This is an optimization exercise on Yosys and OpenROAD, whose aim is small area, not a production implementation. RTL that was checked went through simulation tests only; none was proved equivalent to the original. Power figures rest on the tool's default switching activity, not on a simulated workload.

==> run a <==
// top_multi_sensor_lcd_uart
module top_multi_sensor_lcd_uart (
    input  wire        clk,
    input  wire        reset,        
    output wire        I2C_SCLK,
    input  wire        i2c_sda_in,
    output wire        i2c_sda_out,
    output wire        i2c_sda_oe,
    output wire        rs,
    output wire        rw,
    output wire        enable,
    output wire [7:0]  data,
    output wire        uart_tx_pin
);
export LEC_CHECK = 0
export CAP_MARGIN = 20
export CORE_MARGIN = 2
export CORE_UTILIZATION = 40
export CTS_BUF_LIST = sky130_fd_sc_hd__clkbuf_4 sky130_fd_sc_hd__clkbuf_8
export CTS_CLUSTER_DIAMETER = 60
export CTS_CLUSTER_SIZE = 20
export HOLD_SLACK_MARGIN = 0
export SLEW_MARGIN = 20
create_clock -name core_clock -period 20.0 [get_ports {clk}]
standard.sh (not shown) runs the stock make flow with config.mk's settings and CLKGATE_MAP_FILE= SYNTH_SCRIPT=/design/flow/synth_recipe.tcl, a recipe that flattens the netlist after the stock synthesis.
==> flow/flow/run.sh <==
#!/bin/bash
# Own flow: the standard synthesis, then the combinational logic between
# the registers is mapped again by ABC with an area-oriented script (every
# register instance, its name and its cell type are kept), then the standard flow's
# standard layout steps from the synthesized netlist on.
set -euo pipefail
W=$PWD
R=$W/orfs/results/$FLOW_PLATFORM/top_multi_sensor_lcd_uart/base
LIB=$FLOW_HOME/platforms/$FLOW_PLATFORM/lib/sky130_fd_sc_hd__tt_025C_1v80.lib
YOSYS=$FLOW_HOME/../tools/install/yosys/bin/yosys
[ -x "$YOSYS" ] || YOSYS=yosys

bash standard.sh synth > log_synth_standard.txt 2>&1
cp "$R/1_2_yosys.v" netlist_standard.v

python3 flow/split_lib.py "$LIB" lib_seq.lib lib_comb.lib > log_split_lib.txt 2>&1

cat > resynth.ys <<YS
read_liberty -lib lib_seq.lib
read_liberty -ignore_miss_func lib_comb.lib
read_verilog netlist_standard.v
hierarchy -top $FLOW_TOP
flatten
opt -purge
abc -liberty $LIB -script $W/flow/resynth.abc -dont_use sky130_fd_sc_hd__lpflow_* -dont_use sky130_fd_sc_hd__probe*
opt_clean -purge
splitnets
opt_clean -purge
hilomap -singleton -hicell sky130_fd_sc_hd__conb_1 HI -locell sky130_fd_sc_hd__conb_1 LO
insbuf -buf sky130_fd_sc_hd__buf_4 A X
opt_clean -purge
tee -o resynth_stat.txt stat -liberty $LIB
write_verilog -noattr -noexpr -nohex -nodec netlist_resynth.v
YS
"$YOSYS" -q resynth.ys > log_resynth.txt 2>&1

cp netlist_resynth.v "$R/1_2_yosys.v"
rm -f "$R/1_synth.odb" "$R/1_synth.sdc"
# port buffers: the smallest buffer cell; clock tree without dummy loads
export BUFFER_PORTS_ARGS="-buffer_cell sky130_fd_sc_hd__buf_1"
export CTS_ARGS="-sink_clustering_enable -repair_clock_nets -sink_clustering_size 20 -sink_clustering_max_diameter 60 -buf_list {sky130_fd_sc_hd__clkbuf_4 sky130_fd_sc_hd__clkbuf_8} -dont_use_dummy_load"
bash standard.sh finish > log_finish.txt 2>&1
Other scripts of this flow, unchanged in this note and not shown: flow/flow/resynth.abc, flow/flow/split_lib.py
==> inputs of run b, as changes to run a <==
--- a/flow/design.v
+++ b/flow/design.v
@@ -1,17 +1,17 @@
 module uart_logger (
     input  wire        clk,
     input  wire        reset,
     input  wire        lux_valid,
-    input  wire [15:0] sbuf,         
-    output wire        sbuf_load,
+    input  wire [15:0] latched_lux,
     input  wire        ads_valid,
     input  wire [6:0]  latched_hum,
     output wire        tx
 );
 reg [8:0]  u_cnt;        
 reg [1:0]  u_byte;
+reg [15:0] u_buf;
 reg        u_lux;
 always @(posedge clk or negedge reset) begin
     if (!reset) begin
         u_cnt <= 9'd0; u_byte <= 2'd0;
     end else if (u_cnt == 9'd0) begin
@@ -25,18 +25,18 @@
         u_cnt <= u_cnt + 9'd1;
     end
 end
 always @(posedge clk) begin
     if (u_cnt == 9'd0) u_lux <= lux_valid;
+    if (u_cnt == 9'd108 && u_byte == 2'd0) u_buf <= latched_lux;
 end
-assign sbuf_load = u_lux && u_cnt == 9'd108 && u_byte == 2'd0;
 reg [7:0] u_data;
 always @(*) begin
     case (u_byte)
         2'd0: u_data = u_lux ? 8'hAA : 8'hBB;
-        2'd1: u_data = u_lux ? sbuf[15:8] : 8'h00;
-        2'd2: u_data = u_lux ? sbuf[7:0] : {1'b0, latched_hum};
+        2'd1: u_data = u_lux ? u_buf[15:8] : 8'h00;
+        2'd2: u_data = u_lux ? u_buf[7:0] : {1'b0, latched_hum};
         default: u_data = 8'h0A;
     endcase
 end
 assign tx = (u_cnt[8:4] == 5'b00111) ? 1'b0 :
             (u_cnt[8:7] == 2'b01)    ? u_data[u_cnt[6:4]] : 1'b1;
@@ -53,14 +53,11 @@
     output wire        sda_oe,
     output wire        ads_valid,
     output reg  [6:0]  humidity,
     output reg         lux_valid,
     output wire        lux_load,     
-    output reg  [15:0] rx,
-    input  wire [15:0] latched_lux,
-    input  wire        sbuf_load,
-    output reg  [15:0] sbuf          
+    output reg  [15:0] rx
 );
 reg  [7:0] i2c_pos;
 wire       is_bh = &i2c_pos[7:4];
 wire [3:0] bh_s  = is_bh ? i2c_pos[3:0] : 4'd0;
 reg  [5:0] bh_c;         
@@ -117,38 +114,35 @@
         else if (bh_s == B_SPR)               lux_valid <= 1'b1;
         else if (bh_s == B_SPRS && bh_w == 0) lux_valid <= 1'b0;
     end
 end
 assign lux_load = (i2c_pos == 8'hFE);
-wire        hcalc = ads_calc && (div50 >= 6'd16) && (div50 <= 6'd41);
-wire        hsub  = (div50[5:4] == 2'b01);                   
-wire        hfirst= (div50 == 6'd16);
-wire        hkeep = hcalc && div50 >= 6'd34;                 
+reg  [10:0] hacc;        
+reg         hbr;         
+reg         hneg;        
+wire        hcalc = ads_calc && (div50 <= 6'd25);
+wire        hsub  = !div50[5] && !div50[4];                  
+wire        hkeep = hcalc && div50 >= 6'd18;                 
 wire        kbit  = (16'h5DC0 >> div50[3:0]) & 1'b1;         
 wire        xbit  = rx[div50[3:0]];
-wire [10:0] hacc  = hfirst ? 11'd0 : sbuf[10:0];
-wire        bin   = hfirst ? 1'b0 : sbuf[11];
+wire        bin   = (div50 == 6'd0) ? 1'b0 : hbr;
 wire        dbit  = kbit ^ xbit ^ bin;
 wire        bout  = (!kbit & (xbit | bin)) | (xbit & bin);
 wire [11:0] hsum  = {1'b0, hacc} + ((hsub & dbit) ? 12'd1589 : 12'd0);
 always @(posedge clk) begin
     if (i2c_step && (ads_cap || bh_cap) || hkeep)
         rx <= {rx[14:0], hcalc ? hsum[0] : sda_in};
 end
 always @(posedge clk) begin
-    if (hcalc) begin
-        sbuf[10:0] <= hsum[11:1];
-        if (hsub) sbuf[11] <= bout;
-        if (div50 == 6'd31) sbuf[12] <= xbit;
-    end else if (sbuf_load) begin
-        sbuf <= latched_lux;
-    end
+    hacc <= hcalc ? hsum[11:1] : 11'd0;
+    if (hcalc && hsub) hbr <= bout;
+    if (hcalc && div50 == 6'd15) hneg <= xbit;
 end
 wire [7:0] hraw = {rx[0], rx[1], rx[2], rx[3], rx[4], rx[5], rx[6], rx[7]};
 always @(*) begin
-    if (sbuf[12])           humidity = 7'd100;
-    else if (sbuf[11])      humidity = 7'd0;
+    if (hneg)               humidity = 7'd100;
+    else if (hbr)           humidity = 7'd0;
     else if (hraw > 8'd100) humidity = 7'd100;
     else                    humidity = hraw[6:0];
 end
 endmodule
 module ads_dec (
@@ -1560,11 +1554,11 @@
     if (!reset) lcd_div <= 5'd0;
     else        lcd_div <= lcd_div + 5'd1;
 end
 reg        bcd_sel;
 reg [5:0]  bcd_t;
-reg [18:0] dd;
+reg [19:0] dd;
 reg [8:0]  bcd1;
 reg [18:0] bcd2;
 always @(posedge clk or negedge reset) begin
     if (!reset) begin
         bcd_sel <= 1'b0; bcd_t <= 6'd0;
@@ -1579,25 +1573,24 @@
 function [3:0] corr;
     input [3:0] v;
     corr = (v >= 4'd5) ? v + 4'd3 : v;
 endfunction
 wire        dd_it = (bcd_t[5:4] == 2'b01);
-wire [3:0]  dd_k  = bcd_t[3:0];
 wire [15:0] dd_in = bcd_sel ? number2 : {9'd0, number1};
-reg  [18:0] ddc;
+reg  [19:0] ddc;
 always @(*) begin
     ddc = dd;
-    if (dd_it && dd_k != 4'd0) ddc[3:0]   = corr(dd[3:0]);
-    if (dd_it && dd_k >= 4'd5)  ddc[7:4]   = corr(dd[7:4]);
-    if (dd_it && dd_k >= 4'd9)  ddc[11:8]  = corr(dd[11:8]);
-    if (dd_it && dd_k >= 4'd13) ddc[15:12] = corr(dd[15:12]);
+    if (dd_it)                           ddc[3:0]   = corr(dd[3:0]);
+    if (dd_it && bcd_t[3:2] != 2'b00)    ddc[7:4]   = corr(dd[7:4]);
+    if (dd_it && bcd_t[3])               ddc[11:8]  = corr(dd[11:8]);
+    if (dd_it && bcd_t[3:2] == 2'b11)    ddc[15:12] = corr(dd[15:12]);
 end
 always @(posedge clk) begin
-    if (bcd_t == 6'd0) dd <= {dd_in[11:0], 3'd0, dd_in[15:12]};
-    else               dd <= {ddc[17:0], ddc[18]};
+    if (bcd_t == 6'd0) dd <= {dd_in[10:0], 4'd0, dd_in[15:11]};
+    else               dd <= {ddc[18:0], ddc[19]};
     if (bcd_t == 6'd35) begin
-        if (bcd_sel) bcd2 <= {dd[2:0], dd[18:3]};
+        if (bcd_sel) bcd2 <= {dd[1:0], dd[19:3]};
         else         bcd1 <= dd[11:3];
     end
 end
 reg [5:0] lcd_pos;
 always @(posedge clk or negedge reset) begin
@@ -1672,30 +1665,27 @@
     if (!reset) lcd_run <= 1'b0;
     else if (tmr[13] & tmr[12] & tmr[10] & tmr[5] & ~tmr[9] & ~tmr[2] & ~tmr[1] & ~tmr[0])
         lcd_run <= 1'b1;
 end
 reg [5:0] div50;
-wire i2c_step = div50[5] & div50[4] & div50[1];      
+wire i2c_step = div50[5] & div50[4] & ~div50[1] & div50[0];      
 always @(posedge clk or negedge reset) begin
-    if (!reset)        div50 <= 6'd0;
-    else if (i2c_step) div50 <= 6'd1;
+    if (!reset)        div50 <= 6'd63;
+    else if (i2c_step) div50 <= 6'd0;
     else               div50 <= div50 + 6'd1;
 end
 wire        ads_valid, lux_valid, lux_load;
 wire [6:0]  humidity;
 wire [15:0] rx;
-wire [15:0] sbuf;
-wire        sbuf_load;
 reg  [15:0] latched_lux;
 reg  [6:0]  latched_hum;
 i2c_sensors u_i2c (
     .clk(clk), .reset(reset), .active_sensor(active_sensor),
     .div50(div50), .i2c_step(i2c_step),
     .sda_in(i2c_sda_in), .sclk(I2C_SCLK), .sda_out(i2c_sda_out), .sda_oe(i2c_sda_oe),
     .ads_valid(ads_valid), .humidity(humidity),
-    .lux_valid(lux_valid), .lux_load(lux_load), .rx(rx),
-    .latched_lux(latched_lux), .sbuf_load(sbuf_load), .sbuf(sbuf)
+    .lux_valid(lux_valid), .lux_load(lux_load), .rx(rx)
 );
 always @(posedge clk or negedge reset) begin
     if (!reset) begin
         latched_lux <= 16'd0;
         latched_hum <= 7'd0;
@@ -1704,11 +1694,11 @@
         if (lux_load)  latched_lux <= rx;
     end
 end
 uart_logger u_uart (
     .clk(clk), .reset(reset),
-    .lux_valid(lux_valid), .sbuf(sbuf), .sbuf_load(sbuf_load),
+    .lux_valid(lux_valid), .latched_lux(latched_lux),
     .ads_valid(ads_valid), .latched_hum(latched_hum),
     .tx(uart_tx_pin)
 );
 lcd_display u_lcd (
     .clk(clk), .reset(reset), .lcd_run(lcd_run),
--- a/flow/flow/run.sh
+++ b/flow/flow/run.sh
@@ -34,9 +34,6 @@
 YS
 "$YOSYS" -q resynth.ys > log_resynth.txt 2>&1
 
 cp netlist_resynth.v "$R/1_2_yosys.v"
 rm -f "$R/1_synth.odb" "$R/1_synth.sdc"
-# port buffers: the smallest buffer cell; clock tree without dummy loads
-export BUFFER_PORTS_ARGS="-buffer_cell sky130_fd_sc_hd__buf_1"
-export CTS_ARGS="-sink_clustering_enable -repair_clock_nets -sink_clustering_size 20 -sink_clustering_max_diameter 60 -buf_list {sky130_fd_sc_hd__clkbuf_4 sky130_fd_sc_hd__clkbuf_8} -dont_use_dummy_load"
 bash standard.sh finish > log_finish.txt 2>&1
==> inputs of run c, as changes to run a <==
--- a/flow/design.v
+++ b/flow/design.v
@@ -1,17 +1,17 @@
 module uart_logger (
     input  wire        clk,
     input  wire        reset,
     input  wire        lux_valid,
-    input  wire [15:0] sbuf,         
-    output wire        sbuf_load,
+    input  wire [15:0] latched_lux,
     input  wire        ads_valid,
     input  wire [6:0]  latched_hum,
     output wire        tx
 );
 reg [8:0]  u_cnt;        
 reg [1:0]  u_byte;
+reg [15:0] u_buf;
 reg        u_lux;
 always @(posedge clk or negedge reset) begin
     if (!reset) begin
         u_cnt <= 9'd0; u_byte <= 2'd0;
     end else if (u_cnt == 9'd0) begin
@@ -25,18 +25,18 @@
         u_cnt <= u_cnt + 9'd1;
     end
 end
 always @(posedge clk) begin
     if (u_cnt == 9'd0) u_lux <= lux_valid;
+    if (u_cnt == 9'd108 && u_byte == 2'd0) u_buf <= latched_lux;
 end
-assign sbuf_load = u_lux && u_cnt == 9'd108 && u_byte == 2'd0;
 reg [7:0] u_data;
 always @(*) begin
     case (u_byte)
         2'd0: u_data = u_lux ? 8'hAA : 8'hBB;
-        2'd1: u_data = u_lux ? sbuf[15:8] : 8'h00;
-        2'd2: u_data = u_lux ? sbuf[7:0] : {1'b0, latched_hum};
+        2'd1: u_data = u_lux ? u_buf[15:8] : 8'h00;
+        2'd2: u_data = u_lux ? u_buf[7:0] : {1'b0, latched_hum};
         default: u_data = 8'h0A;
     endcase
 end
 assign tx = (u_cnt[8:4] == 5'b00111) ? 1'b0 :
             (u_cnt[8:7] == 2'b01)    ? u_data[u_cnt[6:4]] : 1'b1;
@@ -53,14 +53,11 @@
     output wire        sda_oe,
     output wire        ads_valid,
     output reg  [6:0]  humidity,
     output reg         lux_valid,
     output wire        lux_load,     
-    output reg  [15:0] rx,
-    input  wire [15:0] latched_lux,
-    input  wire        sbuf_load,
-    output reg  [15:0] sbuf          
+    output reg  [15:0] rx
 );
 reg  [7:0] i2c_pos;
 wire       is_bh = &i2c_pos[7:4];
 wire [3:0] bh_s  = is_bh ? i2c_pos[3:0] : 4'd0;
 reg  [5:0] bh_c;         
@@ -117,38 +114,35 @@
         else if (bh_s == B_SPR)               lux_valid <= 1'b1;
         else if (bh_s == B_SPRS && bh_w == 0) lux_valid <= 1'b0;
     end
 end
 assign lux_load = (i2c_pos == 8'hFE);
-wire        hcalc = ads_calc && (div50 >= 6'd16) && (div50 <= 6'd41);
-wire        hsub  = (div50[5:4] == 2'b01);                   
-wire        hfirst= (div50 == 6'd16);
-wire        hkeep = hcalc && div50 >= 6'd34;                 
+reg  [10:0] hacc;        
+reg         hbr;         
+reg         hneg;        
+wire        hcalc = ads_calc && (div50 <= 6'd25);
+wire        hsub  = !div50[5] && !div50[4];                  
+wire        hkeep = hcalc && div50 >= 6'd18;                 
 wire        kbit  = (16'h5DC0 >> div50[3:0]) & 1'b1;         
 wire        xbit  = rx[div50[3:0]];
-wire [10:0] hacc  = hfirst ? 11'd0 : sbuf[10:0];
-wire        bin   = hfirst ? 1'b0 : sbuf[11];
+wire        bin   = (div50 == 6'd0) ? 1'b0 : hbr;
 wire        dbit  = kbit ^ xbit ^ bin;
 wire        bout  = (!kbit & (xbit | bin)) | (xbit & bin);
 wire [11:0] hsum  = {1'b0, hacc} + ((hsub & dbit) ? 12'd1589 : 12'd0);
 always @(posedge clk) begin
     if (i2c_step && (ads_cap || bh_cap) || hkeep)
         rx <= {rx[14:0], hcalc ? hsum[0] : sda_in};
 end
 always @(posedge clk) begin
-    if (hcalc) begin
-        sbuf[10:0] <= hsum[11:1];
-        if (hsub) sbuf[11] <= bout;
-        if (div50 == 6'd31) sbuf[12] <= xbit;
-    end else if (sbuf_load) begin
-        sbuf <= latched_lux;
-    end
+    hacc <= hcalc ? hsum[11:1] : 11'd0;
+    if (hcalc && hsub) hbr <= bout;
+    if (hcalc && div50 == 6'd15) hneg <= xbit;
 end
 wire [7:0] hraw = {rx[0], rx[1], rx[2], rx[3], rx[4], rx[5], rx[6], rx[7]};
 always @(*) begin
-    if (sbuf[12])           humidity = 7'd100;
-    else if (sbuf[11])      humidity = 7'd0;
+    if (hneg)               humidity = 7'd100;
+    else if (hbr)           humidity = 7'd0;
     else if (hraw > 8'd100) humidity = 7'd100;
     else                    humidity = hraw[6:0];
 end
 endmodule
 module ads_dec (
@@ -1560,11 +1554,11 @@
     if (!reset) lcd_div <= 5'd0;
     else        lcd_div <= lcd_div + 5'd1;
 end
 reg        bcd_sel;
 reg [5:0]  bcd_t;
-reg [18:0] dd;
+reg [19:0] dd;
 reg [8:0]  bcd1;
 reg [18:0] bcd2;
 always @(posedge clk or negedge reset) begin
     if (!reset) begin
         bcd_sel <= 1'b0; bcd_t <= 6'd0;
@@ -1579,25 +1573,24 @@
 function [3:0] corr;
     input [3:0] v;
     corr = (v >= 4'd5) ? v + 4'd3 : v;
 endfunction
 wire        dd_it = (bcd_t[5:4] == 2'b01);
-wire [3:0]  dd_k  = bcd_t[3:0];
 wire [15:0] dd_in = bcd_sel ? number2 : {9'd0, number1};
-reg  [18:0] ddc;
+reg  [19:0] ddc;
 always @(*) begin
     ddc = dd;
-    if (dd_it && dd_k != 4'd0) ddc[3:0]   = corr(dd[3:0]);
-    if (dd_it && dd_k >= 4'd5)  ddc[7:4]   = corr(dd[7:4]);
-    if (dd_it && dd_k >= 4'd9)  ddc[11:8]  = corr(dd[11:8]);
-    if (dd_it && dd_k >= 4'd13) ddc[15:12] = corr(dd[15:12]);
+    if (dd_it)                           ddc[3:0]   = corr(dd[3:0]);
+    if (dd_it && bcd_t[3:2] != 2'b00)    ddc[7:4]   = corr(dd[7:4]);
+    if (dd_it && bcd_t[3])               ddc[11:8]  = corr(dd[11:8]);
+    if (dd_it && bcd_t[3:2] == 2'b11)    ddc[15:12] = corr(dd[15:12]);
 end
 always @(posedge clk) begin
-    if (bcd_t == 6'd0) dd <= {dd_in[11:0], 3'd0, dd_in[15:12]};
-    else               dd <= {ddc[17:0], ddc[18]};
+    if (bcd_t == 6'd0) dd <= {dd_in[10:0], 4'd0, dd_in[15:11]};
+    else               dd <= {ddc[18:0], ddc[19]};
     if (bcd_t == 6'd35) begin
-        if (bcd_sel) bcd2 <= {dd[2:0], dd[18:3]};
+        if (bcd_sel) bcd2 <= {dd[1:0], dd[19:3]};
         else         bcd1 <= dd[11:3];
     end
 end
 reg [5:0] lcd_pos;
 always @(posedge clk or negedge reset) begin
@@ -1672,30 +1665,27 @@
     if (!reset) lcd_run <= 1'b0;
     else if (tmr[13] & tmr[12] & tmr[10] & tmr[5] & ~tmr[9] & ~tmr[2] & ~tmr[1] & ~tmr[0])
         lcd_run <= 1'b1;
 end
 reg [5:0] div50;
-wire i2c_step = div50[5] & div50[4] & div50[1];      
+wire i2c_step = div50[5] & div50[4] & ~div50[1] & div50[0];      
 always @(posedge clk or negedge reset) begin
-    if (!reset)        div50 <= 6'd0;
-    else if (i2c_step) div50 <= 6'd1;
+    if (!reset)        div50 <= 6'd63;
+    else if (i2c_step) div50 <= 6'd0;
     else               div50 <= div50 + 6'd1;
 end
 wire        ads_valid, lux_valid, lux_load;
 wire [6:0]  humidity;
 wire [15:0] rx;
-wire [15:0] sbuf;
-wire        sbuf_load;
 reg  [15:0] latched_lux;
 reg  [6:0]  latched_hum;
 i2c_sensors u_i2c (
     .clk(clk), .reset(reset), .active_sensor(active_sensor),
     .div50(div50), .i2c_step(i2c_step),
     .sda_in(i2c_sda_in), .sclk(I2C_SCLK), .sda_out(i2c_sda_out), .sda_oe(i2c_sda_oe),
     .ads_valid(ads_valid), .humidity(humidity),
-    .lux_valid(lux_valid), .lux_load(lux_load), .rx(rx),
-    .latched_lux(latched_lux), .sbuf_load(sbuf_load), .sbuf(sbuf)
+    .lux_valid(lux_valid), .lux_load(lux_load), .rx(rx)
 );
 always @(posedge clk or negedge reset) begin
     if (!reset) begin
         latched_lux <= 16'd0;
         latched_hum <= 7'd0;
@@ -1704,11 +1694,11 @@
         if (lux_load)  latched_lux <= rx;
     end
 end
 uart_logger u_uart (
     .clk(clk), .reset(reset),
-    .lux_valid(lux_valid), .sbuf(sbuf), .sbuf_load(sbuf_load),
+    .lux_valid(lux_valid), .latched_lux(latched_lux),
     .ads_valid(ads_valid), .latched_hum(latched_hum),
     .tx(uart_tx_pin)
 );
 lcd_display u_lcd (
     .clk(clk), .reset(reset), .lcd_run(lcd_run),
- CORE_UTILIZATION: 40 -> 65
- PLACE_DENSITY: not set -> 0.8
==> impl_metrics.csv <==
group,metric,value,unit
run_status,run_status,"timing/DRC/antenna clean",
power,pg_clk,0.000273,W
sta,worst_hold_slack,0.374,ns
placement,dp.final_hpwl,16200,µm
worst_setup_path,regToRegEndpoint,"u_i2c.hacc[9]",
yosys,synthesis.instances,1001,
layout,nFlopsAndLatches,197,
sta,worst_margin_pin_slew,1.08,ns
[end of results for run b]
==> impl_metrics.csv <==
group,metric,value,unit
power,pg_clk,0.000189,W
yosys,synthesis.instances,1044,
worst_setup_path,data_arrival_time_of_the_critical_path,3.39,ns
sta,period_share,36.9,%
sta,worst_margin_pin_slew,0.787,ns
grt,grt_pass1_wl,38400,µm
worst_setup_path,regToRegEndpoint,"u_i2c.sbuf[9]",
placement,dp.final_hpwl,17600,µm
grt,grt_max_degree,51,
route,routed_wl,23200,µm
run_status,run_status,"timing/DRC/antenna clean",
floorplan,die_y,155,µm
floorplan,die_width,155,µm
sta,worst_hold_slack,0.348,ns
layout,nFlopsAndLatches,183,
[end of results for run a]
==> impl_metrics.csv <==
group,metric,value,unit
worst_setup_path,regToRegEndpoint,"u_i2c.hacc[9]",
sta,worst_margin_pin_slew,1.03,ns
cts,cts_htree_levels,4,
yosys,synthesis.instances,1001,
sta,worst_hold_slack,0.366,ns
layout,largest_register_ffs,20,
placement,dp.final_hpwl,17000,µm
run_status,run_status,"timing/DRC/antenna clean",
power,pg_clk,0.000195,W
[end of results for run c]
Function not checked in run b and run c: the RTL went through the layout flow alone.

## static timing again, ports no longer ideal
The flow's constraints put no driver on any port. The routed layouts listed below were extracted and timed again, unchanged, in two steps. Step 1 (the two cells are an assumption about what drives the block):
set clk [get_ports {clk}]
set_driving_cell -lib_cell sky130_fd_sc_hd__clkbuf_16 $clk
set_driving_cell -lib_cell sky130_fd_sc_hd__buf_2 [delete_from_list [all_inputs] $clk]
Step 2 moves the port delays by t, midway between the first and last clock arrival at a register: inputs arrive t later, outputs are due t later. That takes back most of the time a late clock gives input paths. a / b / c = ideal / step 1 / step 2; a / b = the first two.
run | t (ns) | setup slack, ns | hold slack, ns | clock arrival spread, ns | slew at the worst register clock pin (ns)
run a | 0.491 | 12.613 / 12.570 / 13.060 | 0.348 / 0.348 / 0.348 | 0.048 / 0.049 | 0.11 / 0.11
run b | 0.508 | 12.585 / 12.543 / 13.051 | 0.374 / 0.374 / 0.374 | 0.020 / 0.021 | 0.12 / 0.12
run c | 0.499 | 12.918 / 12.878 / 13.377 | 0.366 / 0.366 / 0.366 | 0.046 / 0.046 | 0.11 / 0.11
After both steps setup and hold are still met in every run listed.
